From an optimization exercise on the open Yosys and OpenROAD flow, aimed at small area; shortcuts taken in it are not production practice.
The RTL was checked by simulation tests, not by an equivalence proof against the original design.
The clock port is modelled as an ideal driver; clocking choices that lean on that would not hold on a real chip.

File: flow/flow/run.sh
#!/bin/bash
# The standard layout (the standard.sh: the standard synthesis and ORFS
# from floorplan to finish), with these changes to how the layout is made:
#  - at the start of the floorplan step, flow/downsize.tcl swaps every
#    combinational cell for the smallest cell of the same function; the
#    timing repair of the floorplan and later steps sizes up what is needed;
#  - the port buffers that global placement adds to every input and output
#    are sky130_fd_sc_hd__buf_1 cells instead of the default buffer;
set -euo pipefail
here=$(pwd)
bash standard.sh \
  "PRE_FLOORPLAN_TCL=$here/flow/downsize.tcl" \
  "POST_CTS_TCL=$here/flow/clkfix.tcl" \
  "BUFFER_PORTS_ARGS=-buffer_cell sky130_fd_sc_hd__buf_1" \
  "CTS_ARGS=-sink_clustering_enable -repair_clock_nets -dont_use_dummy_load -buf_list sky130_fd_sc_hd__clkbuf_8" \
  finish > flow_make.log 2>&1
File: flow/flow/clkfix.tcl
proc clkfix_slew {p} {
  set v [get_property $p slew_max_rise]
  set v2 [get_property $p slew_max_fall]
  if {$v2 > $v} { set v $v2 }
  return $v
}
# the flip-flop clock pins that an instance drives
proc clkfix_sinks {inst} {
  set pins {}
  foreach op [get_pins -of_objects $inst -filter "direction==output"] {
    foreach p [get_pins -of_objects [get_nets -of_objects $op] -filter "direction==input"] {
      if {[get_property $p lib_pin_name] eq "CLK"} { lappend pins $p }
    }
  }
  return $pins
}
proc clkfix_worst {pins} {
  set w 0
  foreach p $pins {
    set v [clkfix_slew $p]
    if {$v > $w} { set w $v }
  }
  return $w
}
estimate_parasitics -placement
set up [dict create]
foreach p [get_pins -hierarchical */CLK] {
  if {[clkfix_slew $p] > 0.115} {
    foreach d [get_pins -of_objects [get_nets -of_objects $p] -filter "direction==output"] {
      dict set up [get_full_name [get_cells -of_objects $d]] 1
    }
  }
}
set n_up 0
foreach name [dict keys $up] {
  set inst [get_cells $name]
  if {[string match "sky130_fd_sc_hd__clkbuf_*" [get_property $inst ref_name]] &&
      [get_property $inst ref_name] ne "sky130_fd_sc_hd__clkbuf_16"} {
    replace_cell $inst sky130_fd_sc_hd__clkbuf_16
    incr n_up
  }
}
estimate_parasitics -placement
set n_down 0
foreach inst [get_cells *] {
  if {[get_property $inst ref_name] ne "sky130_fd_sc_hd__clkbuf_8"} { continue }
  set sinks [clkfix_sinks $inst]
  if {[llength $sinks] == 0} { continue }
  replace_cell $inst sky130_fd_sc_hd__clkbuf_4
  estimate_parasitics -placement
  if {[clkfix_worst $sinks] > 0.110} {
    replace_cell $inst sky130_fd_sc_hd__clkbuf_8
    estimate_parasitics -placement
  } else {
    incr n_down
  }
}
if {$n_up > 0 || $n_down > 0} {
  detailed_placement
  estimate_parasitics -placement
}
puts "clkfix.tcl: $n_up clock buffers now clkbuf_16, $n_down now clkbuf_4; worst flip-flop clock pin slew [clkfix_worst [get_pins -hierarchical */CLK]] ns"
File: flow/flow/downsize.tcl
# Sized-down start for the resizer: every combinational cell of the
# synthesized netlist is swapped for the smallest cell of the same function
# (same name but for the drive-strength suffix). Registers, tie cells and
# buffers are left as they are. The floorplan's and later stages' timing
# repair then size up what the timing needs.
set db [ord::get_db]
set n 0
set saved 0.0
foreach inst [[ord::get_db_block] getInsts] {
  set mname [[$inst getMaster] getName]
  if {![regexp {^(sky130_fd_sc_hd__([a-z0-9]+))_([0-9]+)$} $mname -> base func drive]} { continue }
  if {[regexp {^(df|edf|sdf|sed|dl|conb|buf|clkbuf|clkdly|dlygate|tap|fill|decap|diode)} $func]} { continue }
  set cur [$inst getMaster]
  set best $cur
  set best_area [expr {[$cur getWidth] * [$cur getHeight]}]
  foreach d {0 1 2 4 6 8 12 16} {
    set cand [$db findMaster "${base}_$d"]
    if {$cand == "NULL" || $cand == ""} { continue }
    set a [expr {[$cand getWidth] * [$cand getHeight]}]
    if {$a < $best_area} { set best $cand; set best_area $a }
  }
  if {$best != $cur} {
    set saved [expr {$saved + [$cur getWidth] * [$cur getHeight] - $best_area}]
    $inst swapMaster $best
    incr n
  }
}
puts "downsize.tcl: swapped $n cells to their smallest size, [expr {$saved / 1e6}] um2 less"
File: flow/standard.sh
#!/bin/bash
# synth_recipe.tcl (not shown) runs the flow's synth.tcl, then flattens the netlist and writes it again
# the make line also repeats each setting of config.mk as NAME=value (left out here)
make -C /OpenROAD-flow-scripts/flow DESIGN_CONFIG=/design/flow/config.mk WORK_HOME=/design/flow/orfs CLKGATE_MAP_FILE= SYNTH_SCRIPT=/design/flow/synth_recipe.tcl "${@:-finish}"
File: flow/config.mk
export PLATFORM = sky130hd
export DESIGN_NAME = draw_line
export DESIGN_NICKNAME = draw_line
export VERILOG_FILES = /design/flow/design.v
export SDC_FILE = /design/flow/constraint.sdc
export NUM_CORES = 4
export LEC_CHECK = 0
export CAP_MARGIN = 20
export CORE_MARGIN = 2
export CORE_UTILIZATION = 50
export SLEW_MARGIN = 20
export SYNTH_HIERARCHICAL = 1
export SYNTH_MINIMUM_KEEP_SIZE = 0
File: flow/constraint.sdc
create_clock -name core_clock -period 14.0 [get_ports {clk}]
set_input_delay 2.8000 -clock core_clock [delete_from_list [all_inputs] [get_ports {clk}]]
set_output_delay 2.8000 -clock core_clock [all_outputs]
set_load 0.01 [all_outputs]
File: flow/design.v
`timescale 1ns / 1ps
module draw_line(clk, rst_n, wea, x, y, m, b, dir, range, index_rd, line_x, line_y, finish);
input             clk, rst_n;
input             wea;
input      [31:0] x, y, m, b, dir, range;
input      [31:0] index_rd;
output     [31:0] line_x, line_y;
output     reg finish;
reg        [31:0] cnt, cnt_upd;
reg        [31:0] x_reg, m_reg, acc;
reg               mv, dec;
reg        [4:0]  idx;
reg        [2:0]  ph;
genvar gi;
wire [32:0] ltc;
assign ltc[0] = 1'b0;
generate for (gi = 0; gi < 32; gi = gi + 1) begin : g_lt
    assign ltc[gi+1] = (range[gi] & ~cnt[gi]) | (range[gi] & ltc[gi]) | (~cnt[gi] & ltc[gi]);
end endgenerate
wire        lt = ltc[32];
wire [32:0] cch;
assign cch[0] = lt;
generate for (gi = 0; gi < 32; gi = gi + 1) begin : g_cnt
    assign cch[gi+1] = cch[gi] & cnt_upd[gi];
end endgenerate
always @(posedge clk or negedge rst_n) begin
    if (!rst_n) begin
        cnt     <= 32'd0;
        cnt_upd <= 32'd0;
        finish  <= 1'b0;
    end else begin
        cnt     <= cnt_upd ^ cch[31:0];
        cnt_upd <= cnt;
        finish  <= !lt;
    end
end
wire        start  = wea && !rst_n;
always @(posedge clk) begin
    if (start)
        ph <= 3'd0;
    else if (!ph[2])
        ph <= ph + 3'd1;
end
wire        rd   = ph[2];
wire [1:0]  st   = ph[1:0];
wire        dneg = rd && dec;
wire [4:0]  kz   = mv ? idx : 5'd0;
wire        s_ld   = start;
wire        s_step = !start && !rd;
wire        s_hold = !start && rd;
wire [31:0] m_nx, acc_nx;
wire [31:0] mac;
generate for (gi = 0; gi < 32; gi = gi + 1) begin : g_mx
    dl_mux3 um (.h(m_reg[gi]), .l(m[gi]), .r(m_reg[(gi + 24) % 32]),
                .sh(s_hold), .sl(s_ld), .sr(s_step), .y(m_nx[gi]));
    dl_mux3 ua (.h(acc[gi]), .l(b[gi]), .r(mac[gi]),
                .sh(s_hold), .sl(s_ld), .sr(s_step), .y(acc_nx[gi]));
end endgenerate
always @(posedge clk) begin
    m_reg <= m_nx;
    acc   <= acc_nx;
end
wire [2:0]  keep;
assign keep[0] = rd || st == 2'd0;
assign keep[1] = rd || st <= 2'd1;
assign keep[2] = rd || st <= 2'd2;
wire [31:0] mop = m_reg & {8'hFF, {8{keep[2]}}, {8{keep[1]}}, {8{keep[0]}}};
wire [31:0] aop = acc;
reg  [7:0]  wop;
reg         wm1;
always @(*) begin
    if (rd) begin
        wop = {3'd0, kz};      wm1 = 1'b0;
    end else case (st)
        2'd0: begin wop = x_reg[7:0];   wm1 = 1'b0;      end
        2'd1: begin wop = x_reg[15:8];  wm1 = x_reg[7];  end
        2'd2: begin wop = x_reg[23:16]; wm1 = x_reg[15]; end
        default: begin wop = x_reg[31:24]; wm1 = x_reg[23]; end
    endcase
end
wire [3:0] one, two, neg;
wire [31:0] mopn = ~mop;
wire [8:0] wx = {wop, wm1};
assign one[0] = wx[1] ^ wx[0];
assign two[0] = (wx[2] & ~wx[1] & ~wx[0]) | (~wx[2] & wx[1] & wx[0]);
assign neg[0] = wx[2] ^ dneg;
wire [31:0] bp0;
dl_bpp b0_0 (.mn1(mopn[0]), .mn0(1'b1), .onen(~one[0]), .twon(~two[0]), .neg(neg[0]), .p(bp0[0]));
dl_bpp b0_1 (.mn1(mopn[1]), .mn0(mopn[0]), .onen(~one[0]), .twon(~two[0]), .neg(neg[0]), .p(bp0[1]));
dl_bpp b0_2 (.mn1(mopn[2]), .mn0(mopn[1]), .onen(~one[0]), .twon(~two[0]), .neg(neg[0]), .p(bp0[2]));
dl_bpp b0_3 (.mn1(mopn[3]), .mn0(mopn[2]), .onen(~one[0]), .twon(~two[0]), .neg(neg[0]), .p(bp0[3]));
dl_bpp b0_4 (.mn1(mopn[4]), .mn0(mopn[3]), .onen(~one[0]), .twon(~two[0]), .neg(neg[0]), .p(bp0[4]));
dl_bpp b0_5 (.mn1(mopn[5]), .mn0(mopn[4]), .onen(~one[0]), .twon(~two[0]), .neg(neg[0]), .p(bp0[5]));
dl_bpp b0_6 (.mn1(mopn[6]), .mn0(mopn[5]), .onen(~one[0]), .twon(~two[0]), .neg(neg[0]), .p(bp0[6]));
dl_bpp b0_7 (.mn1(mopn[7]), .mn0(mopn[6]), .onen(~one[0]), .twon(~two[0]), .neg(neg[0]), .p(bp0[7]));
dl_bpp b0_8 (.mn1(mopn[8]), .mn0(mopn[7]), .onen(~one[0]), .twon(~two[0]), .neg(neg[0]), .p(bp0[8]));
dl_bpp b0_9 (.mn1(mopn[9]), .mn0(mopn[8]), .onen(~one[0]), .twon(~two[0]), .neg(neg[0]), .p(bp0[9]));
dl_bpp b0_10 (.mn1(mopn[10]), .mn0(mopn[9]), .onen(~one[0]), .twon(~two[0]), .neg(neg[0]), .p(bp0[10]));
dl_bpp b0_11 (.mn1(mopn[11]), .mn0(mopn[10]), .onen(~one[0]), .twon(~two[0]), .neg(neg[0]), .p(bp0[11]));
dl_bpp b0_12 (.mn1(mopn[12]), .mn0(mopn[11]), .onen(~one[0]), .twon(~two[0]), .neg(neg[0]), .p(bp0[12]));
dl_bpp b0_13 (.mn1(mopn[13]), .mn0(mopn[12]), .onen(~one[0]), .twon(~two[0]), .neg(neg[0]), .p(bp0[13]));
dl_bpp b0_14 (.mn1(mopn[14]), .mn0(mopn[13]), .onen(~one[0]), .twon(~two[0]), .neg(neg[0]), .p(bp0[14]));
dl_bpp b0_15 (.mn1(mopn[15]), .mn0(mopn[14]), .onen(~one[0]), .twon(~two[0]), .neg(neg[0]), .p(bp0[15]));
dl_bpp b0_16 (.mn1(mopn[16]), .mn0(mopn[15]), .onen(~one[0]), .twon(~two[0]), .neg(neg[0]), .p(bp0[16]));
dl_bpp b0_17 (.mn1(mopn[17]), .mn0(mopn[16]), .onen(~one[0]), .twon(~two[0]), .neg(neg[0]), .p(bp0[17]));
dl_bpp b0_18 (.mn1(mopn[18]), .mn0(mopn[17]), .onen(~one[0]), .twon(~two[0]), .neg(neg[0]), .p(bp0[18]));
dl_bpp b0_19 (.mn1(mopn[19]), .mn0(mopn[18]), .onen(~one[0]), .twon(~two[0]), .neg(neg[0]), .p(bp0[19]));
dl_bpp b0_20 (.mn1(mopn[20]), .mn0(mopn[19]), .onen(~one[0]), .twon(~two[0]), .neg(neg[0]), .p(bp0[20]));
dl_bpp b0_21 (.mn1(mopn[21]), .mn0(mopn[20]), .onen(~one[0]), .twon(~two[0]), .neg(neg[0]), .p(bp0[21]));
dl_bpp b0_22 (.mn1(mopn[22]), .mn0(mopn[21]), .onen(~one[0]), .twon(~two[0]), .neg(neg[0]), .p(bp0[22]));
dl_bpp b0_23 (.mn1(mopn[23]), .mn0(mopn[22]), .onen(~one[0]), .twon(~two[0]), .neg(neg[0]), .p(bp0[23]));
dl_bpp b0_24 (.mn1(mopn[24]), .mn0(mopn[23]), .onen(~one[0]), .twon(~two[0]), .neg(neg[0]), .p(bp0[24]));
dl_bpp b0_25 (.mn1(mopn[25]), .mn0(mopn[24]), .onen(~one[0]), .twon(~two[0]), .neg(neg[0]), .p(bp0[25]));
dl_bpp b0_26 (.mn1(mopn[26]), .mn0(mopn[25]), .onen(~one[0]), .twon(~two[0]), .neg(neg[0]), .p(bp0[26]));
dl_bpp b0_27 (.mn1(mopn[27]), .mn0(mopn[26]), .onen(~one[0]), .twon(~two[0]), .neg(neg[0]), .p(bp0[27]));
dl_bpp b0_28 (.mn1(mopn[28]), .mn0(mopn[27]), .onen(~one[0]), .twon(~two[0]), .neg(neg[0]), .p(bp0[28]));
dl_bpp b0_29 (.mn1(mopn[29]), .mn0(mopn[28]), .onen(~one[0]), .twon(~two[0]), .neg(neg[0]), .p(bp0[29]));
dl_bpp b0_30 (.mn1(mopn[30]), .mn0(mopn[29]), .onen(~one[0]), .twon(~two[0]), .neg(neg[0]), .p(bp0[30]));
dl_bpp b0_31 (.mn1(mopn[31]), .mn0(mopn[30]), .onen(~one[0]), .twon(~two[0]), .neg(neg[0]), .p(bp0[31]));
assign one[1] = wx[3] ^ wx[2];
assign two[1] = (wx[4] & ~wx[3] & ~wx[2]) | (~wx[4] & wx[3] & wx[2]);
assign neg[1] = wx[4] ^ dneg;
wire [29:0] bp1;
dl_bpp b1_0 (.mn1(mopn[0]), .mn0(1'b1), .onen(~one[1]), .twon(~two[1]), .neg(neg[1]), .p(bp1[0]));
dl_bpp b1_1 (.mn1(mopn[1]), .mn0(mopn[0]), .onen(~one[1]), .twon(~two[1]), .neg(neg[1]), .p(bp1[1]));
dl_bpp b1_2 (.mn1(mopn[2]), .mn0(mopn[1]), .onen(~one[1]), .twon(~two[1]), .neg(neg[1]), .p(bp1[2]));
dl_bpp b1_3 (.mn1(mopn[3]), .mn0(mopn[2]), .onen(~one[1]), .twon(~two[1]), .neg(neg[1]), .p(bp1[3]));
dl_bpp b1_4 (.mn1(mopn[4]), .mn0(mopn[3]), .onen(~one[1]), .twon(~two[1]), .neg(neg[1]), .p(bp1[4]));
dl_bpp b1_5 (.mn1(mopn[5]), .mn0(mopn[4]), .onen(~one[1]), .twon(~two[1]), .neg(neg[1]), .p(bp1[5]));
dl_bpp b1_6 (.mn1(mopn[6]), .mn0(mopn[5]), .onen(~one[1]), .twon(~two[1]), .neg(neg[1]), .p(bp1[6]));
dl_bpp b1_7 (.mn1(mopn[7]), .mn0(mopn[6]), .onen(~one[1]), .twon(~two[1]), .neg(neg[1]), .p(bp1[7]));
dl_bpp b1_8 (.mn1(mopn[8]), .mn0(mopn[7]), .onen(~one[1]), .twon(~two[1]), .neg(neg[1]), .p(bp1[8]));
dl_bpp b1_9 (.mn1(mopn[9]), .mn0(mopn[8]), .onen(~one[1]), .twon(~two[1]), .neg(neg[1]), .p(bp1[9]));
dl_bpp b1_10 (.mn1(mopn[10]), .mn0(mopn[9]), .onen(~one[1]), .twon(~two[1]), .neg(neg[1]), .p(bp1[10]));
dl_bpp b1_11 (.mn1(mopn[11]), .mn0(mopn[10]), .onen(~one[1]), .twon(~two[1]), .neg(neg[1]), .p(bp1[11]));
dl_bpp b1_12 (.mn1(mopn[12]), .mn0(mopn[11]), .onen(~one[1]), .twon(~two[1]), .neg(neg[1]), .p(bp1[12]));
dl_bpp b1_13 (.mn1(mopn[13]), .mn0(mopn[12]), .onen(~one[1]), .twon(~two[1]), .neg(neg[1]), .p(bp1[13]));
dl_bpp b1_14 (.mn1(mopn[14]), .mn0(mopn[13]), .onen(~one[1]), .twon(~two[1]), .neg(neg[1]), .p(bp1[14]));
dl_bpp b1_15 (.mn1(mopn[15]), .mn0(mopn[14]), .onen(~one[1]), .twon(~two[1]), .neg(neg[1]), .p(bp1[15]));
dl_bpp b1_16 (.mn1(mopn[16]), .mn0(mopn[15]), .onen(~one[1]), .twon(~two[1]), .neg(neg[1]), .p(bp1[16]));
dl_bpp b1_17 (.mn1(mopn[17]), .mn0(mopn[16]), .onen(~one[1]), .twon(~two[1]), .neg(neg[1]), .p(bp1[17]));
dl_bpp b1_18 (.mn1(mopn[18]), .mn0(mopn[17]), .onen(~one[1]), .twon(~two[1]), .neg(neg[1]), .p(bp1[18]));
dl_bpp b1_19 (.mn1(mopn[19]), .mn0(mopn[18]), .onen(~one[1]), .twon(~two[1]), .neg(neg[1]), .p(bp1[19]));
dl_bpp b1_20 (.mn1(mopn[20]), .mn0(mopn[19]), .onen(~one[1]), .twon(~two[1]), .neg(neg[1]), .p(bp1[20]));
dl_bpp b1_21 (.mn1(mopn[21]), .mn0(mopn[20]), .onen(~one[1]), .twon(~two[1]), .neg(neg[1]), .p(bp1[21]));
dl_bpp b1_22 (.mn1(mopn[22]), .mn0(mopn[21]), .onen(~one[1]), .twon(~two[1]), .neg(neg[1]), .p(bp1[22]));
dl_bpp b1_23 (.mn1(mopn[23]), .mn0(mopn[22]), .onen(~one[1]), .twon(~two[1]), .neg(neg[1]), .p(bp1[23]));
dl_bpp b1_24 (.mn1(mopn[24]), .mn0(mopn[23]), .onen(~one[1]), .twon(~two[1]), .neg(neg[1]), .p(bp1[24]));
dl_bpp b1_25 (.mn1(mopn[25]), .mn0(mopn[24]), .onen(~one[1]), .twon(~two[1]), .neg(neg[1]), .p(bp1[25]));
dl_bpp b1_26 (.mn1(mopn[26]), .mn0(mopn[25]), .onen(~one[1]), .twon(~two[1]), .neg(neg[1]), .p(bp1[26]));
dl_bpp b1_27 (.mn1(mopn[27]), .mn0(mopn[26]), .onen(~one[1]), .twon(~two[1]), .neg(neg[1]), .p(bp1[27]));
dl_bpp b1_28 (.mn1(mopn[28]), .mn0(mopn[27]), .onen(~one[1]), .twon(~two[1]), .neg(neg[1]), .p(bp1[28]));
dl_bpp b1_29 (.mn1(mopn[29]), .mn0(mopn[28]), .onen(~one[1]), .twon(~two[1]), .neg(neg[1]), .p(bp1[29]));
assign one[2] = wx[5] ^ wx[4];
assign two[2] = (wx[6] & ~wx[5] & ~wx[4]) | (~wx[6] & wx[5] & wx[4]);
assign neg[2] = wx[6] ^ dneg;
wire [27:0] bp2;
dl_bpp b2_0 (.mn1(mopn[0]), .mn0(1'b1), .onen(~one[2]), .twon(~two[2]), .neg(neg[2]), .p(bp2[0]));
dl_bpp b2_1 (.mn1(mopn[1]), .mn0(mopn[0]), .onen(~one[2]), .twon(~two[2]), .neg(neg[2]), .p(bp2[1]));
dl_bpp b2_2 (.mn1(mopn[2]), .mn0(mopn[1]), .onen(~one[2]), .twon(~two[2]), .neg(neg[2]), .p(bp2[2]));
dl_bpp b2_3 (.mn1(mopn[3]), .mn0(mopn[2]), .onen(~one[2]), .twon(~two[2]), .neg(neg[2]), .p(bp2[3]));
dl_bpp b2_4 (.mn1(mopn[4]), .mn0(mopn[3]), .onen(~one[2]), .twon(~two[2]), .neg(neg[2]), .p(bp2[4]));
dl_bpp b2_5 (.mn1(mopn[5]), .mn0(mopn[4]), .onen(~one[2]), .twon(~two[2]), .neg(neg[2]), .p(bp2[5]));
dl_bpp b2_6 (.mn1(mopn[6]), .mn0(mopn[5]), .onen(~one[2]), .twon(~two[2]), .neg(neg[2]), .p(bp2[6]));
dl_bpp b2_7 (.mn1(mopn[7]), .mn0(mopn[6]), .onen(~one[2]), .twon(~two[2]), .neg(neg[2]), .p(bp2[7]));
dl_bpp b2_8 (.mn1(mopn[8]), .mn0(mopn[7]), .onen(~one[2]), .twon(~two[2]), .neg(neg[2]), .p(bp2[8]));
dl_bpp b2_9 (.mn1(mopn[9]), .mn0(mopn[8]), .onen(~one[2]), .twon(~two[2]), .neg(neg[2]), .p(bp2[9]));
dl_bpp b2_10 (.mn1(mopn[10]), .mn0(mopn[9]), .onen(~one[2]), .twon(~two[2]), .neg(neg[2]), .p(bp2[10]));
dl_bpp b2_11 (.mn1(mopn[11]), .mn0(mopn[10]), .onen(~one[2]), .twon(~two[2]), .neg(neg[2]), .p(bp2[11]));
dl_bpp b2_12 (.mn1(mopn[12]), .mn0(mopn[11]), .onen(~one[2]), .twon(~two[2]), .neg(neg[2]), .p(bp2[12]));
dl_bpp b2_13 (.mn1(mopn[13]), .mn0(mopn[12]), .onen(~one[2]), .twon(~two[2]), .neg(neg[2]), .p(bp2[13]));
dl_bpp b2_14 (.mn1(mopn[14]), .mn0(mopn[13]), .onen(~one[2]), .twon(~two[2]), .neg(neg[2]), .p(bp2[14]));
dl_bpp b2_15 (.mn1(mopn[15]), .mn0(mopn[14]), .onen(~one[2]), .twon(~two[2]), .neg(neg[2]), .p(bp2[15]));
dl_bpp b2_16 (.mn1(mopn[16]), .mn0(mopn[15]), .onen(~one[2]), .twon(~two[2]), .neg(neg[2]), .p(bp2[16]));
dl_bpp b2_17 (.mn1(mopn[17]), .mn0(mopn[16]), .onen(~one[2]), .twon(~two[2]), .neg(neg[2]), .p(bp2[17]));
dl_bpp b2_18 (.mn1(mopn[18]), .mn0(mopn[17]), .onen(~one[2]), .twon(~two[2]), .neg(neg[2]), .p(bp2[18]));
dl_bpp b2_19 (.mn1(mopn[19]), .mn0(mopn[18]), .onen(~one[2]), .twon(~two[2]), .neg(neg[2]), .p(bp2[19]));
dl_bpp b2_20 (.mn1(mopn[20]), .mn0(mopn[19]), .onen(~one[2]), .twon(~two[2]), .neg(neg[2]), .p(bp2[20]));
dl_bpp b2_21 (.mn1(mopn[21]), .mn0(mopn[20]), .onen(~one[2]), .twon(~two[2]), .neg(neg[2]), .p(bp2[21]));
dl_bpp b2_22 (.mn1(mopn[22]), .mn0(mopn[21]), .onen(~one[2]), .twon(~two[2]), .neg(neg[2]), .p(bp2[22]));
dl_bpp b2_23 (.mn1(mopn[23]), .mn0(mopn[22]), .onen(~one[2]), .twon(~two[2]), .neg(neg[2]), .p(bp2[23]));
dl_bpp b2_24 (.mn1(mopn[24]), .mn0(mopn[23]), .onen(~one[2]), .twon(~two[2]), .neg(neg[2]), .p(bp2[24]));
dl_bpp b2_25 (.mn1(mopn[25]), .mn0(mopn[24]), .onen(~one[2]), .twon(~two[2]), .neg(neg[2]), .p(bp2[25]));
dl_bpp b2_26 (.mn1(mopn[26]), .mn0(mopn[25]), .onen(~one[2]), .twon(~two[2]), .neg(neg[2]), .p(bp2[26]));
dl_bpp b2_27 (.mn1(mopn[27]), .mn0(mopn[26]), .onen(~one[2]), .twon(~two[2]), .neg(neg[2]), .p(bp2[27]));
assign one[3] = wx[7] ^ wx[6];
assign two[3] = (wx[8] & ~wx[7] & ~wx[6]) | (~wx[8] & wx[7] & wx[6]);
assign neg[3] = wx[8] ^ dneg;
wire [25:0] bp3;
dl_bpp b3_0 (.mn1(mopn[0]), .mn0(1'b1), .onen(~one[3]), .twon(~two[3]), .neg(neg[3]), .p(bp3[0]));
dl_bpp b3_1 (.mn1(mopn[1]), .mn0(mopn[0]), .onen(~one[3]), .twon(~two[3]), .neg(neg[3]), .p(bp3[1]));
dl_bpp b3_2 (.mn1(mopn[2]), .mn0(mopn[1]), .onen(~one[3]), .twon(~two[3]), .neg(neg[3]), .p(bp3[2]));
dl_bpp b3_3 (.mn1(mopn[3]), .mn0(mopn[2]), .onen(~one[3]), .twon(~two[3]), .neg(neg[3]), .p(bp3[3]));
dl_bpp b3_4 (.mn1(mopn[4]), .mn0(mopn[3]), .onen(~one[3]), .twon(~two[3]), .neg(neg[3]), .p(bp3[4]));
dl_bpp b3_5 (.mn1(mopn[5]), .mn0(mopn[4]), .onen(~one[3]), .twon(~two[3]), .neg(neg[3]), .p(bp3[5]));
dl_bpp b3_6 (.mn1(mopn[6]), .mn0(mopn[5]), .onen(~one[3]), .twon(~two[3]), .neg(neg[3]), .p(bp3[6]));
dl_bpp b3_7 (.mn1(mopn[7]), .mn0(mopn[6]), .onen(~one[3]), .twon(~two[3]), .neg(neg[3]), .p(bp3[7]));
dl_bpp b3_8 (.mn1(mopn[8]), .mn0(mopn[7]), .onen(~one[3]), .twon(~two[3]), .neg(neg[3]), .p(bp3[8]));
dl_bpp b3_9 (.mn1(mopn[9]), .mn0(mopn[8]), .onen(~one[3]), .twon(~two[3]), .neg(neg[3]), .p(bp3[9]));
dl_bpp b3_10 (.mn1(mopn[10]), .mn0(mopn[9]), .onen(~one[3]), .twon(~two[3]), .neg(neg[3]), .p(bp3[10]));
dl_bpp b3_11 (.mn1(mopn[11]), .mn0(mopn[10]), .onen(~one[3]), .twon(~two[3]), .neg(neg[3]), .p(bp3[11]));
dl_bpp b3_12 (.mn1(mopn[12]), .mn0(mopn[11]), .onen(~one[3]), .twon(~two[3]), .neg(neg[3]), .p(bp3[12]));
dl_bpp b3_13 (.mn1(mopn[13]), .mn0(mopn[12]), .onen(~one[3]), .twon(~two[3]), .neg(neg[3]), .p(bp3[13]));
dl_bpp b3_14 (.mn1(mopn[14]), .mn0(mopn[13]), .onen(~one[3]), .twon(~two[3]), .neg(neg[3]), .p(bp3[14]));
dl_bpp b3_15 (.mn1(mopn[15]), .mn0(mopn[14]), .onen(~one[3]), .twon(~two[3]), .neg(neg[3]), .p(bp3[15]));
dl_bpp b3_16 (.mn1(mopn[16]), .mn0(mopn[15]), .onen(~one[3]), .twon(~two[3]), .neg(neg[3]), .p(bp3[16]));
dl_bpp b3_17 (.mn1(mopn[17]), .mn0(mopn[16]), .onen(~one[3]), .twon(~two[3]), .neg(neg[3]), .p(bp3[17]));
dl_bpp b3_18 (.mn1(mopn[18]), .mn0(mopn[17]), .onen(~one[3]), .twon(~two[3]), .neg(neg[3]), .p(bp3[18]));
dl_bpp b3_19 (.mn1(mopn[19]), .mn0(mopn[18]), .onen(~one[3]), .twon(~two[3]), .neg(neg[3]), .p(bp3[19]));
dl_bpp b3_20 (.mn1(mopn[20]), .mn0(mopn[19]), .onen(~one[3]), .twon(~two[3]), .neg(neg[3]), .p(bp3[20]));
dl_bpp b3_21 (.mn1(mopn[21]), .mn0(mopn[20]), .onen(~one[3]), .twon(~two[3]), .neg(neg[3]), .p(bp3[21]));
dl_bpp b3_22 (.mn1(mopn[22]), .mn0(mopn[21]), .onen(~one[3]), .twon(~two[3]), .neg(neg[3]), .p(bp3[22]));
dl_bpp b3_23 (.mn1(mopn[23]), .mn0(mopn[22]), .onen(~one[3]), .twon(~two[3]), .neg(neg[3]), .p(bp3[23]));
dl_bpp b3_24 (.mn1(mopn[24]), .mn0(mopn[23]), .onen(~one[3]), .twon(~two[3]), .neg(neg[3]), .p(bp3[24]));
dl_bpp b3_25 (.mn1(mopn[25]), .mn0(mopn[24]), .onen(~one[3]), .twon(~two[3]), .neg(neg[3]), .p(bp3[25]));
wire t1;
wire t2;
dl_fa u2 (.a(aop[2]), .b(bp0[2]), .c(bp1[0]), .s(t1), .co(t2));
wire t3;
wire t4;
dl_fa u4 (.a(aop[3]), .b(bp0[3]), .c(bp1[1]), .s(t3), .co(t4));
wire t5;
wire t6;
dl_fa u6 (.a(aop[4]), .b(bp0[4]), .c(bp1[2]), .s(t5), .co(t6));
wire t7;
wire t8;
dl_fa u8 (.a(bp2[0]), .b(neg[2]), .c(t4), .s(t7), .co(t8));
wire t9;
wire t10;
dl_fa u10 (.a(aop[5]), .b(bp0[5]), .c(bp1[3]), .s(t9), .co(t10));
wire t11;
wire t12;
dl_fa u12 (.a(bp2[1]), .b(t6), .c(t9), .s(t11), .co(t12));
wire t13;
wire t14;
dl_fa u14 (.a(aop[6]), .b(bp0[6]), .c(bp1[4]), .s(t13), .co(t14));
wire t15;
wire t16;
dl_fa u16 (.a(bp2[2]), .b(bp3[0]), .c(neg[3]), .s(t15), .co(t16));
wire t17;
wire t18;
dl_fa u18 (.a(t10), .b(t13), .c(t15), .s(t17), .co(t18));
wire t19;
wire t20;
dl_fa u20 (.a(aop[7]), .b(bp0[7]), .c(bp1[5]), .s(t19), .co(t20));
wire t21;
wire t22;
dl_fa u22 (.a(bp2[3]), .b(bp3[1]), .c(t14), .s(t21), .co(t22));
wire t23;
wire t24;
dl_fa u24 (.a(t16), .b(t19), .c(t18), .s(t23), .co(t24));
wire t25;
wire t26;
dl_fa u26 (.a(aop[8]), .b(bp0[8]), .c(bp1[6]), .s(t25), .co(t26));
wire t27;
wire t28;
dl_fa u28 (.a(bp2[4]), .b(bp3[2]), .c(t20), .s(t27), .co(t28));
wire t29;
wire t30;
dl_fa u30 (.a(t25), .b(t22), .c(t27), .s(t29), .co(t30));
wire t31;
wire t32;
dl_fa u32 (.a(aop[9]), .b(bp0[9]), .c(bp1[7]), .s(t31), .co(t32));
wire t33;
wire t34;
dl_fa u34 (.a(bp2[5]), .b(bp3[3]), .c(t26), .s(t33), .co(t34));
wire t35;
wire t36;
dl_fa u36 (.a(t31), .b(t28), .c(t33), .s(t35), .co(t36));
wire t37;
wire t38;
dl_fa u38 (.a(aop[10]), .b(bp0[10]), .c(bp1[8]), .s(t37), .co(t38));
wire t39;
wire t40;
dl_fa u40 (.a(bp2[6]), .b(bp3[4]), .c(t32), .s(t39), .co(t40));
wire t41;
wire t42;
dl_fa u42 (.a(t37), .b(t34), .c(t39), .s(t41), .co(t42));
wire t43;
wire t44;
dl_fa u44 (.a(aop[11]), .b(bp0[11]), .c(bp1[9]), .s(t43), .co(t44));
wire t45;
wire t46;
dl_fa u46 (.a(bp2[7]), .b(bp3[5]), .c(t38), .s(t45), .co(t46));
wire t47;
wire t48;
dl_fa u48 (.a(t43), .b(t40), .c(t45), .s(t47), .co(t48));
wire t49;
wire t50;
dl_fa u50 (.a(aop[12]), .b(bp0[12]), .c(bp1[10]), .s(t49), .co(t50));
wire t51;
wire t52;
dl_fa u52 (.a(bp2[8]), .b(bp3[6]), .c(t44), .s(t51), .co(t52));
wire t53;
wire t54;
dl_fa u54 (.a(t49), .b(t46), .c(t51), .s(t53), .co(t54));
wire t55;
wire t56;
dl_fa u56 (.a(aop[13]), .b(bp0[13]), .c(bp1[11]), .s(t55), .co(t56));
wire t57;
wire t58;
dl_fa u58 (.a(bp2[9]), .b(bp3[7]), .c(t50), .s(t57), .co(t58));
wire t59;
wire t60;
dl_fa u60 (.a(t55), .b(t52), .c(t57), .s(t59), .co(t60));
wire t61;
wire t62;
dl_fa u62 (.a(aop[14]), .b(bp0[14]), .c(bp1[12]), .s(t61), .co(t62));
wire t63;
wire t64;
dl_fa u64 (.a(bp2[10]), .b(bp3[8]), .c(t56), .s(t63), .co(t64));
wire t65;
wire t66;
dl_fa u66 (.a(t61), .b(t58), .c(t63), .s(t65), .co(t66));
wire t67;
wire t68;
dl_fa u68 (.a(aop[15]), .b(bp0[15]), .c(bp1[13]), .s(t67), .co(t68));
wire t69;
wire t70;
dl_fa u70 (.a(bp2[11]), .b(bp3[9]), .c(t62), .s(t69), .co(t70));
wire t71;
wire t72;
dl_fa u72 (.a(t67), .b(t64), .c(t69), .s(t71), .co(t72));
wire t73;
wire t74;
dl_fa u74 (.a(aop[16]), .b(bp0[16]), .c(bp1[14]), .s(t73), .co(t74));
wire t75;
wire t76;
dl_fa u76 (.a(bp2[12]), .b(bp3[10]), .c(t68), .s(t75), .co(t76));
wire t77;
wire t78;
dl_fa u78 (.a(t73), .b(t70), .c(t75), .s(t77), .co(t78));
wire t79;
wire t80;
dl_fa u80 (.a(aop[17]), .b(bp0[17]), .c(bp1[15]), .s(t79), .co(t80));
wire t81;
wire t82;
dl_fa u82 (.a(bp2[13]), .b(bp3[11]), .c(t74), .s(t81), .co(t82));
wire t83;
wire t84;
dl_fa u84 (.a(t79), .b(t76), .c(t81), .s(t83), .co(t84));
wire t85;
wire t86;
dl_fa u86 (.a(aop[18]), .b(bp0[18]), .c(bp1[16]), .s(t85), .co(t86));
wire t87;
wire t88;
dl_fa u88 (.a(bp2[14]), .b(bp3[12]), .c(t80), .s(t87), .co(t88));
wire t89;
wire t90;
dl_fa u90 (.a(t85), .b(t82), .c(t87), .s(t89), .co(t90));
wire t91;
wire t92;
dl_fa u92 (.a(aop[19]), .b(bp0[19]), .c(bp1[17]), .s(t91), .co(t92));
wire t93;
wire t94;
dl_fa u94 (.a(bp2[15]), .b(bp3[13]), .c(t86), .s(t93), .co(t94));
wire t95;
wire t96;
dl_fa u96 (.a(t91), .b(t88), .c(t93), .s(t95), .co(t96));
wire t97;
wire t98;
dl_fa u98 (.a(aop[20]), .b(bp0[20]), .c(bp1[18]), .s(t97), .co(t98));
wire t99;
wire t100;
dl_fa u100 (.a(bp2[16]), .b(bp3[14]), .c(t92), .s(t99), .co(t100));
wire t101;
wire t102;
dl_fa u102 (.a(t97), .b(t94), .c(t99), .s(t101), .co(t102));
wire t103;
wire t104;
dl_fa u104 (.a(aop[21]), .b(bp0[21]), .c(bp1[19]), .s(t103), .co(t104));
wire t105;
wire t106;
dl_fa u106 (.a(bp2[17]), .b(bp3[15]), .c(t103), .s(t105), .co(t106));
wire t107;
wire t108;
dl_fa u108 (.a(t98), .b(t100), .c(t105), .s(t107), .co(t108));
wire t109;
wire t110;
dl_fa u110 (.a(aop[22]), .b(bp0[22]), .c(bp1[20]), .s(t109), .co(t110));
wire t111;
wire t112;
dl_fa u112 (.a(bp2[18]), .b(bp3[16]), .c(t104), .s(t111), .co(t112));
wire t113;
wire t114;
dl_fa u114 (.a(t109), .b(t106), .c(t111), .s(t113), .co(t114));
wire t115;
wire t116;
dl_fa u116 (.a(aop[23]), .b(bp0[23]), .c(bp1[21]), .s(t115), .co(t116));
wire t117;
wire t118;
dl_fa u118 (.a(bp2[19]), .b(bp3[17]), .c(t110), .s(t117), .co(t118));
wire t119;
wire t120;
dl_fa u120 (.a(t115), .b(t112), .c(t117), .s(t119), .co(t120));
wire t121;
wire t122;
dl_fa u122 (.a(aop[24]), .b(bp0[24]), .c(bp1[22]), .s(t121), .co(t122));
wire t123;
wire t124;
dl_fa u124 (.a(bp2[20]), .b(bp3[18]), .c(t116), .s(t123), .co(t124));
wire t125;
wire t126;
dl_fa u126 (.a(t121), .b(t118), .c(t123), .s(t125), .co(t126));
wire t127;
wire t128;
dl_fa u128 (.a(aop[25]), .b(bp0[25]), .c(bp1[23]), .s(t127), .co(t128));
wire t129;
wire t130;
dl_fa u130 (.a(bp2[21]), .b(bp3[19]), .c(t122), .s(t129), .co(t130));
wire t131;
wire t132;
dl_fa u132 (.a(t127), .b(t124), .c(t129), .s(t131), .co(t132));
wire t133;
wire t134;
dl_fa u134 (.a(aop[26]), .b(bp0[26]), .c(bp1[24]), .s(t133), .co(t134));
wire t135;
wire t136;
dl_fa u136 (.a(bp2[22]), .b(bp3[20]), .c(t128), .s(t135), .co(t136));
wire t137;
wire t138;
dl_fa u138 (.a(t133), .b(t130), .c(t135), .s(t137), .co(t138));
wire t139;
wire t140;
dl_fa u140 (.a(aop[27]), .b(bp0[27]), .c(bp1[25]), .s(t139), .co(t140));
wire t141;
wire t142;
dl_fa u142 (.a(bp2[23]), .b(bp3[21]), .c(t134), .s(t141), .co(t142));
wire t143;
wire t144;
dl_fa u144 (.a(t139), .b(t136), .c(t141), .s(t143), .co(t144));
wire t145;
wire t146;
dl_fa u146 (.a(aop[28]), .b(bp0[28]), .c(bp1[26]), .s(t145), .co(t146));
wire t147;
wire t148;
dl_fa u148 (.a(bp2[24]), .b(bp3[22]), .c(t140), .s(t147), .co(t148));
wire t149;
wire t150;
dl_fa u150 (.a(t145), .b(t142), .c(t147), .s(t149), .co(t150));
wire t151;
wire t152;
dl_fa u152 (.a(aop[29]), .b(bp0[29]), .c(bp1[27]), .s(t151), .co(t152));
wire t153;
wire t154;
dl_fa u154 (.a(bp2[25]), .b(bp3[23]), .c(t146), .s(t153), .co(t154));
wire t155;
wire t156;
dl_fa u156 (.a(t151), .b(t148), .c(t153), .s(t155), .co(t156));
wire t157;
wire t158;
dl_fa u158 (.a(aop[30]), .b(bp0[30]), .c(bp1[28]), .s(t157), .co(t158));
wire t159;
wire t160;
dl_fa u160 (.a(bp2[26]), .b(bp3[24]), .c(t152), .s(t159), .co(t160));
wire t161;
wire t162;
dl_fa u162 (.a(t157), .b(t154), .c(t159), .s(t161), .co(t162));
wire t163;
dl_fa u163 (.a(aop[31]), .b(bp0[31]), .c(bp1[29]), .s(t163), .co());
wire t164;
dl_fa u164 (.a(bp2[27]), .b(bp3[25]), .c(t158), .s(t164), .co());
wire t165;
dl_fa u165 (.a(t163), .b(t160), .c(t164), .s(t165), .co());
wire t166;
wire t167;
dl_fa u167 (.a(aop[0]), .b(bp0[0]), .c(neg[0]), .s(t166), .co(t167));
wire t168;
wire t169;
dl_fa u169 (.a(aop[1]), .b(bp0[1]), .c(t167), .s(t168), .co(t169));
wire t170;
wire t171;
dl_fa u171 (.a(neg[1]), .b(t1), .c(t169), .s(t170), .co(t171));
wire t172;
wire t173;
dl_fa u173 (.a(t2), .b(t3), .c(t171), .s(t172), .co(t173));
wire t174;
wire t175;
dl_fa u175 (.a(t5), .b(t7), .c(t173), .s(t174), .co(t175));
wire t176;
wire t177;
dl_fa u177 (.a(t11), .b(t8), .c(t175), .s(t176), .co(t177));
wire t178;
wire t179;
dl_fa u179 (.a(t12), .b(t17), .c(t177), .s(t178), .co(t179));
wire t180;
wire t181;
dl_fa u181 (.a(t21), .b(t23), .c(t179), .s(t180), .co(t181));
wire t182;
wire t183;
dl_fa u183 (.a(t24), .b(t29), .c(t181), .s(t182), .co(t183));
wire t184;
wire t185;
dl_fa u185 (.a(t30), .b(t35), .c(t183), .s(t184), .co(t185));
wire t186;
wire t187;
dl_fa u187 (.a(t36), .b(t41), .c(t185), .s(t186), .co(t187));
wire t188;
wire t189;
dl_fa u189 (.a(t42), .b(t47), .c(t187), .s(t188), .co(t189));
wire t190;
wire t191;
dl_ha u191 (.a(t48), .b(t53), .s(t190), .co(t191));
wire t192;
wire t193;
dl_fa u193 (.a(t54), .b(t59), .c(t191), .s(t192), .co(t193));
wire t194;
wire t195;
dl_fa u195 (.a(t60), .b(t65), .c(t193), .s(t194), .co(t195));
wire t196;
wire t197;
dl_fa u197 (.a(t66), .b(t71), .c(t195), .s(t196), .co(t197));
wire t198;
wire t199;
dl_fa u199 (.a(t72), .b(t77), .c(t197), .s(t198), .co(t199));
wire t200;
wire t201;
dl_fa u201 (.a(t78), .b(t83), .c(t199), .s(t200), .co(t201));
wire t202;
wire t203;
dl_fa u203 (.a(t84), .b(t89), .c(t201), .s(t202), .co(t203));
wire t204;
wire t205;
dl_fa u205 (.a(t90), .b(t95), .c(t203), .s(t204), .co(t205));
wire t206;
wire t207;
dl_fa u207 (.a(t101), .b(t96), .c(t205), .s(t206), .co(t207));
wire t208;
wire t209;
dl_fa u209 (.a(t102), .b(t107), .c(t207), .s(t208), .co(t209));
wire t210;
assign t210 = t190 ^ t189;
wire t211;
assign t211 = t192 ^ (t189 & t190);
wire t212;
assign t212 = t190 & t192;
wire t213;
assign t213 = t194 ^ (t189 & t212);
wire t214;
assign t214 = t212 & t194;
wire t215;
assign t215 = t196 ^ (t189 & t214);
wire t216;
assign t216 = t214 & t196;
wire t217;
assign t217 = t198 ^ (t189 & t216);
wire t218;
assign t218 = t216 & t198;
wire t219;
assign t219 = t200 ^ (t189 & t218);
wire t220;
assign t220 = t218 & t200;
wire t221;
assign t221 = t202 ^ (t189 & t220);
wire t222;
assign t222 = t220 & t202;
wire t223;
assign t223 = t204 ^ (t189 & t222);
wire t224;
assign t224 = t222 & t204;
wire t225;
assign t225 = t206 ^ (t189 & t224);
wire t226;
assign t226 = t224 & t206;
wire t227;
assign t227 = t208 ^ (t189 & t226);
wire t228;
assign t228 = t226 & t208;
wire t229;
assign t229 = t209 | (t189 & t228);
wire t230;
wire t231;
dl_ha u231 (.a(t108), .b(t113), .s(t230), .co(t231));
wire t232;
wire t233;
dl_fa u233 (.a(t114), .b(t119), .c(t231), .s(t232), .co(t233));
wire t234;
wire t235;
dl_fa u235 (.a(t120), .b(t125), .c(t233), .s(t234), .co(t235));
wire t236;
wire t237;
dl_fa u237 (.a(t126), .b(t131), .c(t235), .s(t236), .co(t237));
wire t238;
wire t239;
dl_fa u239 (.a(t132), .b(t137), .c(t237), .s(t238), .co(t239));
wire t240;
wire t241;
dl_fa u241 (.a(t138), .b(t143), .c(t239), .s(t240), .co(t241));
wire t242;
wire t243;
dl_fa u243 (.a(t144), .b(t149), .c(t241), .s(t242), .co(t243));
wire t244;
wire t245;
dl_fa u245 (.a(t150), .b(t155), .c(t243), .s(t244), .co(t245));
wire t246;
wire t247;
dl_fa u247 (.a(t156), .b(t161), .c(t245), .s(t246), .co(t247));
wire t248;
dl_fa u248 (.a(t162), .b(t165), .c(t247), .s(t248), .co());
wire t249;
assign t249 = t230 ^ t229;
wire t250;
assign t250 = t232 ^ (t229 & t230);
wire t251;
assign t251 = t230 & t232;
wire t252;
assign t252 = t234 ^ (t229 & t251);
wire t253;
assign t253 = t251 & t234;
wire t254;
assign t254 = t236 ^ (t229 & t253);
wire t255;
assign t255 = t253 & t236;
wire t256;
assign t256 = t238 ^ (t229 & t255);
wire t257;
assign t257 = t255 & t238;
wire t258;
assign t258 = t240 ^ (t229 & t257);
wire t259;
assign t259 = t257 & t240;
wire t260;
assign t260 = t242 ^ (t229 & t259);
wire t261;
assign t261 = t259 & t242;
wire t262;
assign t262 = t244 ^ (t229 & t261);
wire t263;
assign t263 = t261 & t244;
wire t264;
assign t264 = t246 ^ (t229 & t263);
wire t265;
assign t265 = t263 & t246;
wire t266;
assign t266 = t248 ^ (t229 & t265);
assign mac = {t266, t264, t262, t260, t258, t256, t254, t252, t250, t249, t227, t225, t223, t221, t219, t217, t215, t213, t211, t210, t188, t186, t184, t182, t180, t178, t176, t174, t172, t170, t168, t166};
always @(posedge clk) begin
    if (start) begin
        x_reg <= x;
        dec   <= (dir == 32'd0);
        mv    <= (dir == 32'd0) || (dir == 32'd1);
    end
    idx <= index_rd[4:0];
end
wire [5:0]  lxc;
assign lxc[0] = dec;
generate for (gi = 0; gi < 5; gi = gi + 1) begin : g_lxl
    dl_fa u (.a(x_reg[gi]), .b(kz[gi] ^ dec), .c(lxc[gi]), .s(line_x[gi]), .co(lxc[gi+1]));
end endgenerate
wire        lxu = lxc[5] ^ dec;
wire [27:0] lxh;
assign lxh[0] = lxu;
generate for (gi = 0; gi < 27; gi = gi + 1) begin : g_lxh
    if (gi % 2 == 0) begin : e
        dl_ud_p u (.x(x_reg[5+gi]), .dec(dec), .c(lxh[gi]), .y(line_x[5+gi]), .con(lxh[gi+1]));
    end else begin : o
        dl_ud_n u (.x(x_reg[5+gi]), .dec(dec), .cn(lxh[gi]), .y(line_x[5+gi]), .co(lxh[gi+1]));
    end
end endgenerate
assign line_y = mac;
endmodule
module dl_mux3(h, l, r, sh, sl, sr, y);
input  h, l, r, sh, sl, sr;
output y;
assign y = (h & sh) | (l & sl) | (r & sr);
endmodule
module dl_fa(a, b, c, s, co);
input  a, b, c;
output s, co;
assign s  = a ^ b ^ c;
assign co = (a & b) | (a & c) | (b & c);
endmodule
module dl_ha(a, b, s, co);
input  a, b;
output s, co;
assign s  = a ^ b;
assign co = a & b;
endmodule
module dl_ud_p(x, dec, c, y, con);
input  x, dec, c;
output y, con;
assign y   = x ^ c;
assign con = ~(c & (x ^ dec));
endmodule
module dl_ud_n(x, dec, cn, y, co);
input  x, dec, cn;
output y, co;
assign y  = ~(x ^ cn);
assign co = ~(cn | ~(x ^ dec));
endmodule
module dl_bpp(mn1, mn0, onen, twon, neg, p);
input  mn1, mn0, onen, twon, neg;
output p;
assign p = ~((mn1 | onen) & (mn0 | twon)) ^ neg;
endmodule
==> impl_metrics.toml, run 1 <==
[setup_path]
arrival_ns = 9.87
path_common_cell = "fa_1"
rr_startpoint = "ph[0]$_SDFFE_PP0N_"
critPathLaunchType = "register"
cpPeakStageDelay_ns = 0.73
critPathMaxFanout = 13
cp-end-kind = "output port"
required_ns = 11.20
reg2reg_depth = 29
cp_slowest_cell = "xnor2_2"
regToRegSetupSlack_ns = 4.35
r2r_end = "acc[30]$_DFF_P_"
crit_type = "register to output port"

[global_route]
grt_pass1_vias = 9288
grt_overflow_total = 0
grt_pass1_wl_um = 48700
track_usage_pct = 24.1
antenna_found_initial = 2
grt_max_degree = 67

[cts]
tritoncts = "yes"
clk_latency_ns = 0.46
cts.sink_count = 171
clk_pin_slew_worst_paths_ns = 0.10

[floorplanning]
core_um2 = 23500
fp.dieH_um = 159
ioPinCount = 292
rows = 56
start_util_pct = 51.0
fp.dieW_um = 159
fp.dieArea_um2 = 25300

[routing]
maxUsedRoutingLayer = "met4"
via_count = 9345
ant_nets = 0
m1WireLength_um = 13100
wl_met2_um = 14600
drt_pass1_iterations = 9
post-route-drc-count = 0
wl_um = 30300
viasPerCell = 5.73
avgRoutedWirePerCell_um = 18.6
routed-wl-met3_um = 2270
drtIter0Drc = 904

[logic_synthesis]
syn_area_per_cell_um2 = 11.1
synth_cells = 1081
synth_warnings = 7
synth_area_um2 = 12000

[worst_hold_path]
hp-start = "cnt[1]$_DFF_PN0_"
hold_path_end = "cnt_upd[1]$_DFF_PN0_"
whs_path_depth = 0
min_path_type = "register to register"

[timing]
setup_viol = 0
clock_skew_ns = 0.0325
rsz0062_at_grt = "no"
slew_headroom_pct = 47.6
drv_slew = 0
tns_ns = 0
finalHoldViolCount = 0
fmax_ghz = 0.0789
min_period_ns = 12.67
hold_slack_ns = 0.366
worstMarginPinSlew_ns = 0.766
period_share_pct = 90.5

[flow_run]
max_cap_violations = 0

[finish]
multi_input_area_um2 = 7360
drive_gt1_share_pct = 4.12
syn_to_final_growth_pct = 12.1
nNetsFinal = 1699
fin_util_pct = 57.2
nFillCells = 2207
seq_area_um2 = 4090

[placement]
routabilityCongestion = 0.854
hpwlAfterDp_um = 22600
port_buffers = 232

[run_status]
status = "no timing/DRC/antenna violations"
==> worst max-delay path: cells and delay by family, from the launching register on <==
kind,cells,cell delay [ns]
adder cells (fa/ha/maj),14,5.58
XOR/XNOR,3,1.14
buffers and inverters,3,0.48
AND/OR/NAND/NOR,3,0.46
AO/OA/AOI/OAI,5,1.33
flip-flops,1,0.43
==> stage by stage <==
step / setup slack (ns) / area [um^2] / cells
2_1_floorplan: 0.200 / 12000 / 1084
3_3_place_gp: 1.89 / 13300 / 1613
3_5_place_dp: 1.70 / 13300 / 1613
5_1_grt: 0.780 / 13500 / 1632
6_report: 1.33 / 13500 / 1632
==> area by class of cell <==
class                           instances  area share, %
Multi-Input combinational cell        766           54.6
Sequential cell                       171           30.4
Timing Repair Buffer                  253           7.64
Tap cell                              319           2.96
Inverter                              104           2.90
Clock buffer                           17           1.50
Antenna cell                            2         0.0372
==> placed cells by master, fill, tap and decap left out, types with 3 or more instances in the layout <==
cell type / instances
nor2b_1: 13
a21oi_1: 5
a2111oi_0: 3
nand4_1: 5
dfrtp_1: 65
o22ai_1: 123
a222oi_1: 69
nand2_1: 57
clkbuf_8: 12
a221oi_1: 4
buf_4: 21
nor2_1: 31
o21ai_0: 9
xnor2_2: 4
xnor2_1: 43
clkbuf_4: 5
a31oi_1: 3
and3_1: 3
dfxtp_1: 72
nand2b_1: 10
inv_1: 104
fa_1: 119
a22oi_1: 5
conb_1: 4
xor2_1: 152
nor4_1: 9
ha_1: 40
edfxtp_1: 34
maj3_1: 11
nor3_1: 5
nand3_1: 9
buf_1: 231
==> metal layers <==
metal / up-vias / GRT usage, %
li1: 4323 / -
met1: 4672 / 32.9
met2: 323 / 38.8
met3: 27 / 5.63
met4: 0 / 6.28
met5: - / 0
==> how the worst max path moves through the flow <==
stage	start	end	cells past startpoint
finish	ph[0]$_SDFFE_PP0N_	line_y[30]	28
global route	ph[0]$_SDFFE_PP0N_	line_y[30]	28
global placement	ph[0]$_SDFFE_PP0N_	line_y[30]	28
floorplan	ph[1]$_SDFFE_PP0N_	line_y[30]	26
detailed placement	ph[0]$_SDFFE_PP0N_	line_y[30]	28
==> inputs of run 2 (changes only) <==
--- a/flow/flow/run.sh
+++ b/flow/flow/run.sh
@@ -11,4 +11,5 @@
 bash standard.sh \
   "PRE_FLOORPLAN_TCL=$here/flow/downsize.tcl" \
+  "PRE_GLOBAL_PLACE_TCL=$here/flow/rmbuf.tcl" \
   "POST_CTS_TCL=$here/flow/clkfix.tcl" \
   "BUFFER_PORTS_ARGS=-buffer_cell sky130_fd_sc_hd__buf_1" \
==> flow/flow/rmbuf.tcl (new file) <==
# With timing-driven global placement off, remove the buffers that synthesis
# inserted, as the standard flow does before timing-driven placement.
remove_buffers
--- a/flow/config.mk
+++ b/flow/config.mk
@@ -9,4 +9,5 @@
 export CORE_MARGIN = 2
 export CORE_UTILIZATION = 50
+export GPL_TIMING_DRIVEN = 0
 export SLEW_MARGIN = 20
 export SYNTH_HIERARCHICAL = 1
==> impl_metrics.toml, run 2 <==
[run_status]
status = "no timing/DRC/antenna violations"

[routing]
drtIter0Drc = 1011
ant_nets = 0
post-route-drc-count = 0
viasPerCell = 5.69
avgRoutedWirePerCell_um = 18.8
via_count = 9306
drt_pass1_iterations = 9
wl_um = 30700

[setup_path]
endpoint = "line_y[30]"
path_common_cell = "fa_1"
critPathMaxFanout = 13
cpPeakStageDelay_ns = 0.63
reg2reg_depth = 30
regToRegSetupSlack_ns = 3.98
r2r_end = "acc[30]$_DFF_P_"
rr_startpoint = "ph[1]$_SDFFE_PP0N_"
crit_type = "register to output port"
cp_slowest_cell = "o21ai_0"
cp-end-kind = "output port"
arrival_ns = 10.24
critPathLaunchType = "register"
worstSetupStartpoint = "ph[1]$_SDFFE_PP0N_"
required_ns = 11.20

[cts]
cts.sink_count = 171
clk_latency_ns = 0.45
tritoncts = "yes"
clk_pin_slew_worst_paths_ns = 0.10

[timing]
setup_viol = 0
min_period_ns = 13.04
fmax_ghz = 0.0767
drv_slew = 0
tns_ns = 0
slew_headroom_pct = 48.0
period_share_pct = 93.1
hold_slack_ns = 0.386
clock_skew_ns = 0.0309
worstMarginPinSlew_ns = 0.777
finalHoldViolCount = 0
rsz0062_at_grt = "no"

[placement]
port_buffers = 232
hpwlAfterDp_um = 23800
dp.cells = 1616
placed_area_um2 = 13600
routabilityCongestion = 0.828

[floorplanning]
fp.dieW_um = 159
start_util_pct = 51.0
ioPinCount = 292
core_um2 = 23500
fp.dieArea_um2 = 25300
rows = 56
fp.dieH_um = 159

[logic_synthesis]
syn_area_per_cell_um2 = 11.1
synth_cells = 1081
synth_warnings = 7
synth_area_um2 = 12000

[flow_run]
max_cap_violations = 0

[worst_hold_path]
min_path_type = "register to register"

[global_route]
grt_overflow_total = 0
grt_pass1_vias = 9519
antenna_found_initial = 2
track_usage_pct = 24.7
grt_pass1_wl_um = 50300
grt_max_degree = 34

[finish]
finalNonFillerCells = 1635
final_area_um2 = 13800
layout_commonest_cell = "buf_1"
syn_to_final_growth_pct = 14.8
fin_util_pct = 58.6
final_cell_mix = "buf_1 (231), xor2_1 (152), o22ai_1 (123)"
nNetsFinal = 1702
drive_gt1_share_pct = 4.64
==> run 2: cell type report <==
| type | count | area [um^2] |
|---|---|---|
| fill | 2125 | 9750 |
| inverter | 104 | 390 |
| multi-input combinational | 766 | 7380 |
| tap | 319 | 399 |
| timing repair buffer | 256 | 1320 |
| sequential | 171 | 4090 |
| clock buffer | 17 | 201 |
| antenna | 2 | 5.00 |
==> run 2: per-layer routing <==
metal  wire, um  vias up  global-route usage [%]  part of all wire (%)
met4        405        0                    6.45                   1.3
met3       2250       30                    5.13                   7.3
li1           -     4343                       -                     -
met2      14900      342                    40.3                    49
met5          0        -                       0                     0
met1      13100     4591                    33.9                    43
==> run 2: worst min-delay path by stage <==
stage          depth (start not counted)               endpoint               from
6_report                               0   cnt_upd[1]$_DFF_PN0_   cnt[1]$_DFF_PN0_
2_1_floorplan                          0   cnt_upd[1]$_DFF_PN0_   cnt[1]$_DFF_PN0_
5_1_grt                                0   cnt_upd[0]$_DFF_PN0_   cnt[0]$_DFF_PN0_
3_3_place_gp                           0   cnt_upd[1]$_DFF_PN0_   cnt[1]$_DFF_PN0_
3_5_place_dp                           0  cnt_upd[29]$_DFF_PN0_  cnt[29]$_DFF_PN0_
==> run 2: metrics by stage <==
stage	setup WS [ns]
after global placement	-5.37
after floorplan	0.200
after global routing	0.263
final	0.960
after detailed placement	0.919
==> run 2: critical path: cells and delay by family (launching register included) <==
| family | cells | cell delay (ns) |
|---|---|---|
| fa+ha+maj | 14 | 5.62 |
| compound gates | 6 | 1.81 |
| simple gates | 4 | 0.97 |
| buf+inv | 3 | 0.56 |
| xor+xnor | 2 | 0.44 |
| flops | 1 | 0.37 |

[static timing again, ports no longer ideal]
No port has a modelled driver above. Below, the same layouts with a new extraction and two added sets of constraints. Step 1 assumes that a clkbuf_16 drives the clock port and a buf_2 every other input. Step 2 adds t to the input delays and takes it off the output delays; t is the mean of the earliest and latest rising clock arrival at the registers after step 1. Input paths then give back, and output paths get back, about the clock's delay inside the block. Three values: ideal ports, drivers, drivers and shift; two values: the first two.
run	t, ns	setup WS [ns]	hold WS [ns]	latest minus earliest clock arrival (ns)
run 1	0.480	1.329 / 1.289 / 1.769	0.366 / 0.366 / 0.366	0.034 / 0.034
run 2	0.475	0.960 / 0.918 / 1.392	0.386 / 0.386 / 0.386	0.031 / 0.031
After both steps every run listed still meets setup and hold.
